What follows belongs to an exercise in optimizing a design on an open flow for small area; a production flow would make more cautious choices.
Function was checked by simulation only, so behaviour that the tests miss may differ from the original.
The flow treats the clock pin as an ideal source, which a real chip does not have.
Power and IR drop assume default switching activity.

run A:
Design top_module, start of the top module:
module top_module(clk, reset, led, player1_button, player2_button, squash_switch, AN_Out, C_Out);
Size: ~36 I/O pins, ~3300 µm² of cells after synthesis.
==> flow/config.mk <==
export PLATFORM = sky130hd
export DESIGN_NAME = top_module
export DESIGN_NICKNAME = top_module
export VERILOG_FILES = /design/flow/design.v
export SDC_FILE = /design/flow/constraint.sdc
export NUM_CORES = 4
export LEC_CHECK = 0
export CAP_MARGIN = 20
export CORE_MARGIN = 2
export CORE_UTILIZATION = 65
export SLEW_MARGIN = 20
==> flow/constraint.sdc <==
create_clock -name core_clock -period 10.0 [get_ports {clk}]
set_input_delay 2.0000 -clock core_clock [delete_from_list [all_inputs] [get_ports {clk}]]
set_output_delay 2.0000 -clock core_clock [all_outputs]
set_load 0.01 [all_outputs]
standard.sh (not shown) runs the stock make flow with config.mk's settings and CLKGATE_MAP_FILE= SYNTH_SCRIPT=/design/flow/synth_recipe.tcl, a recipe that flattens the netlist after the stock synthesis.
==> flow/flow/run.sh <==
#!/bin/bash
# Own layout flow: the standard synthesis, then the combinational logic
# of its netlist re-mapped for area with ABC (every flip-flop instance is
# kept as it is; several ABC seeds run side by side and the smallest
# netlist is kept), then the standard layout steps with buf_1 port buffers
# and a clock tree without dummy loads whose buffers are then sized down. Each tool's output goes to a log
# file of its own in the work folder.
set -euo pipefail
W=$PWD
R=$W/orfs/results/$FLOW_PLATFORM/top_module/base
LIB=$FLOW_HOME/platforms/$FLOW_PLATFORM/lib/sky130_fd_sc_hd__tt_025C_1v80.lib

# 1. standard synthesis (the standard flow's own script, unchanged)
bash standard.sh "$R/1_2_yosys.v" > "$W/std_synth.log" 2>&1
cp "$R/1_2_yosys.v" "$W/std_synth.v"

# 2. re-map the combinational logic with a few ABC seeds
SEEDS="1 2 3 4"
for s in $SEEDS; do
  sed "s/@SEED@/$s/" "$W/flow/area.abc" > "$W/area_$s.abc"
  LIB="$LIB" IN="$W/std_synth.v" OUT="$W/resynth_$s.v" ABCSCRIPT="$W/area_$s.abc" \
    DONT_USE="$(cat "$W/flow/dont_use.txt")" \
    yosys -c "$W/flow/resynth.tcl" > "$W/resynth_$s.log" 2>&1 &
done
wait
best=""; barea=""
for s in $SEEDS; do
  a=$(awk '/Chip area/ {print $NF}' "$W/resynth_$s.v.stat")
  echo "seed $s area $a" >> "$W/resynth_pick.log"
  if [[ -z "$best" ]] || awk -v a="$a" -v b="$barea" 'BEGIN {exit !(a < b)}'; then best=$s; barea=$a; fi
done
echo "picked seed $best ($barea)" >> "$W/resynth_pick.log"
cp "$W/resynth_$best.v" "$R/1_2_yosys.v"
touch "$R/1_2_yosys.v"

# 3. the rest of the standard flow
export BUFFER_PORTS_ARGS="-buffer_cell sky130_fd_sc_hd__buf_1"
export CTS_ARGS="$(cat "$W/flow/cts_args.txt")"
# after clock_tree_synthesis: resize the clock buffers (flow/cts_opt.tcl)
export POST_CTS_TCL="$W/flow/cts_opt.tcl"
export CTS_MERGE=1
export CTS_SLEW_TARGET=0.110
bash standard.sh > "$W/layout.log" 2>&1
==> flow/flow/area.abc <==
strash
&get -n
&deepsyn -J 4000 -T 1500 -S @SEED@
&dch -f
&nf -R 1000 -p -E 100
&put
topo
==> flow/flow/cts_opt.tcl <==
# Post-CTS clock tree trim: merge the leaf buffers of the clock tree into
# groups of CTS_MERGE neighbours, move each kept buffer to the centre of its
# flip-flops, then give each buffer the smallest clkbuf size whose
# flip-flop clock pins stay under CTS_SLEW_TARGET (ns). All flip-flops keep
# the same number of buffers on their clock path.
set ctsdb [ord::get_db]
set ctsblock [ord::get_db_block]
set target $::env(CTS_SLEW_TARGET)
set gsize $::env(CTS_MERGE)
set sizes {sky130_fd_sc_hd__clkbuf_2 sky130_fd_sc_hd__clkbuf_4 sky130_fd_sc_hd__clkbuf_8 sky130_fd_sc_hd__clkbuf_16}
proc cts_loc {i} { set b [$i getBBox]; return [list [expr {([$b xMin]+[$b xMax])/2}] [expr {([$b yMin]+[$b yMax])/2}]] }
set clknet [$ctsblock findNet clk]
set root ""
foreach it [$clknet getITerms] { set root [$it getInst] }
set rootnet [[$root findITerm X] getNet]
set leaves {}
foreach it [$rootnet getITerms] { if {[$it getInst] != $root} { lappend leaves [$it getInst] } }
puts "cts_opt: root [$root getName], [llength $leaves] leaf buffers"
set left $leaves
set kept {}
while {[llength $left] > 0} {
  set a [lindex $left 0]; set left [lrange $left 1 end]
  set g [list $a]
  while {[llength $g] < $gsize && [llength $left] > 0} {
    set la [cts_loc $a]; set best ""; set bd 1e18
    foreach b $left { set lb [cts_loc $b]; set d [expr {abs([lindex $la 0]-[lindex $lb 0]) + abs([lindex $la 1]-[lindex $lb 1])}]; if {$d < $bd} {set bd $d; set best $b} }
    lappend g $best
    set i [lsearch -exact $left $best]; set left [lreplace $left $i $i]
  }
  set anet [[$a findITerm X] getNet]
  foreach b [lrange $g 1 end] {
    set bnet [[$b findITerm X] getNet]
    foreach it [$bnet getITerms] { if {[$it getInst] == $b} continue; $it disconnect; $it connect $anet }
    [$b findITerm A] disconnect; [$b findITerm X] disconnect
    odb::dbInst_destroy $b; odb::dbNet_destroy $bnet
  }
  set sx 0; set sy 0; set n 0
  foreach it [$anet getITerms] { if {[$it getInst] == $a} continue; set l [cts_loc [$it getInst]]; set sx [expr {$sx+[lindex $l 0]}]; set sy [expr {$sy+[lindex $l 1]}]; incr n }
  $a setLocation [expr {$sx/$n}] [expr {$sy/$n}]
  lappend kept $a
}
detailed_placement
proc cts_leaf_slew {a} {
  set w 0
  foreach it [[[$a findITerm X] getNet] getITerms] {
    if {[$it getInst] == $a} continue
    set p [get_pins [[$it getInst] getName]/[[$it getMTerm] getName]]
    set s [get_property $p slew_max]
    if {$s > $w} {set w $s}
  }
  return $w
}
foreach a [concat $kept [list $root]] {
  foreach m $sizes {
    $a swapMaster [$ctsdb findMaster $m]
    estimate_parasitics -placement
    set ok 1
    if {$a == $root} { foreach k $kept { if {[cts_leaf_slew $k] > $target} {set ok 0} } } else { if {[cts_leaf_slew $a] > $target} {set ok 0} }
    if {$ok} break
  }
  puts "cts_opt: [$a getName] -> [[$a getMaster] getName]"
}
detailed_placement
estimate_parasitics -placement
set w 0; foreach k $kept { set s [cts_leaf_slew $k]; if {$s > $w} {set w $s} }
puts "cts_opt: worst clock-pin slew $w"
Other scripts of this flow, unchanged in this note and not shown: flow/flow/cts_args.txt, flow/flow/dont_use.txt, flow/flow/resynth.tcl
diff inputs: run A => run B
-- flow/flow/run.sh --
<<< run A, line 42
export CTS_SLEW_TARGET=0.110
>>> run B, line 42
export CTS_SLEW_TARGET=0.100
==> flow/flow/area.abc <==
strash
&get -n
&deepsyn -T 90 -S @SEED@
&dch -f
&nf -R 1000
&put
topo
[summary]
Run B was carried through to the last stage, and its layout satisfied the timing, design-rule and antenna checks. Looking at final worst-path setup slack across both flows, run B is the weaker of the two, with run A ahead. Delta (run B minus run A): number of core rows saw an increase; utilization of the core after routing moved down; number of cells on the critical path went up by 1; share of total power in combinational logic rose by 1.2 points. Taking run A as the reference, in run B latest clock arrival within the worst-skew pair has decreased, wire length on met2 has increased, number of instances in the placed design has increased, maximum vdd drop has increased, final sum of negative setup slack has remained practically unchanged. Of run A and run B, the run reporting the higher wire length was run B.
For run C, these inputs were changed with respect to run B:
-- flow/flow/run.sh --
<<< run B, line 42
export CTS_SLEW_TARGET=0.100
>>> run C, line 42
export CTS_SLEW_TARGET=0.110
-- flow/flow/area.abc --
<<< run B, line 5
&nf -R 1000
>>> run C, line 5
&nf -R 1000 -p -E 100
--- outcome ---
- Between run C and run B, the remaining max-slew budget at the tightest pin does not differ in any meaningful way.
- Run B leaves less setup margin than run C.
- After synthesis and placement, the instance count of run C is below that of run B.
- Summary of run C over run B: final RePlAce weighted congestion went up by 0.022; data required time of the worst path went down by 2290 ps.
- Wire length in run C is about 2% below run B.
- Per the comparison of run C with run B, highest net fanout along the worst path lower; total chip power lower; total routing resource utilization after global routing lower; fraction of area in registers higher; post-route cell area lower.

[port drivers added, routing unchanged]
How much do the figures lean on ideal ports? The routed layouts below were timed once more, with nothing changed but the port constraints. Step 1 sets driving cells, clkbuf_16 on the clock port and buf_2 on the other inputs (assumed; they add their load-dependent delay and slew). Step 2, shift: input delay + t, output delay - t, t = (earliest + latest rising clock arrival at the registers) / 2. This alone moves slack from input paths to output paths. Slacks: no drivers / after step 1 / after step 2; pairs: no drivers / after step 1.
run | t, ns | setup WS [ns] | hold slack, ns | latest minus earliest clock arrival (ns) | slew at the worst register clock pin (ns)
run A | 0.540 | 5.610 / 5.585 / 5.365 | 0.412 / 0.412 / 0.412 | 0.033 / 0.033 | 0.11 / 0.11
run B | 0.363 | 5.561 / 5.567 / 5.203 | 0.418 / 0.418 / 0.418 | 0.031 / 0.031 | 0.10 / 0.10
run C | 0.434 | 5.944 / 5.917 / 5.710 | 0.439 / 0.439 / 0.439 | 0.029 / 0.029 | 0.10 / 0.10
After both steps every run listed still meets setup and hold. For run B, which loses most, drivers alone change the setup slack by +0.006 ns; drivers and shift together by -0.358 ns.
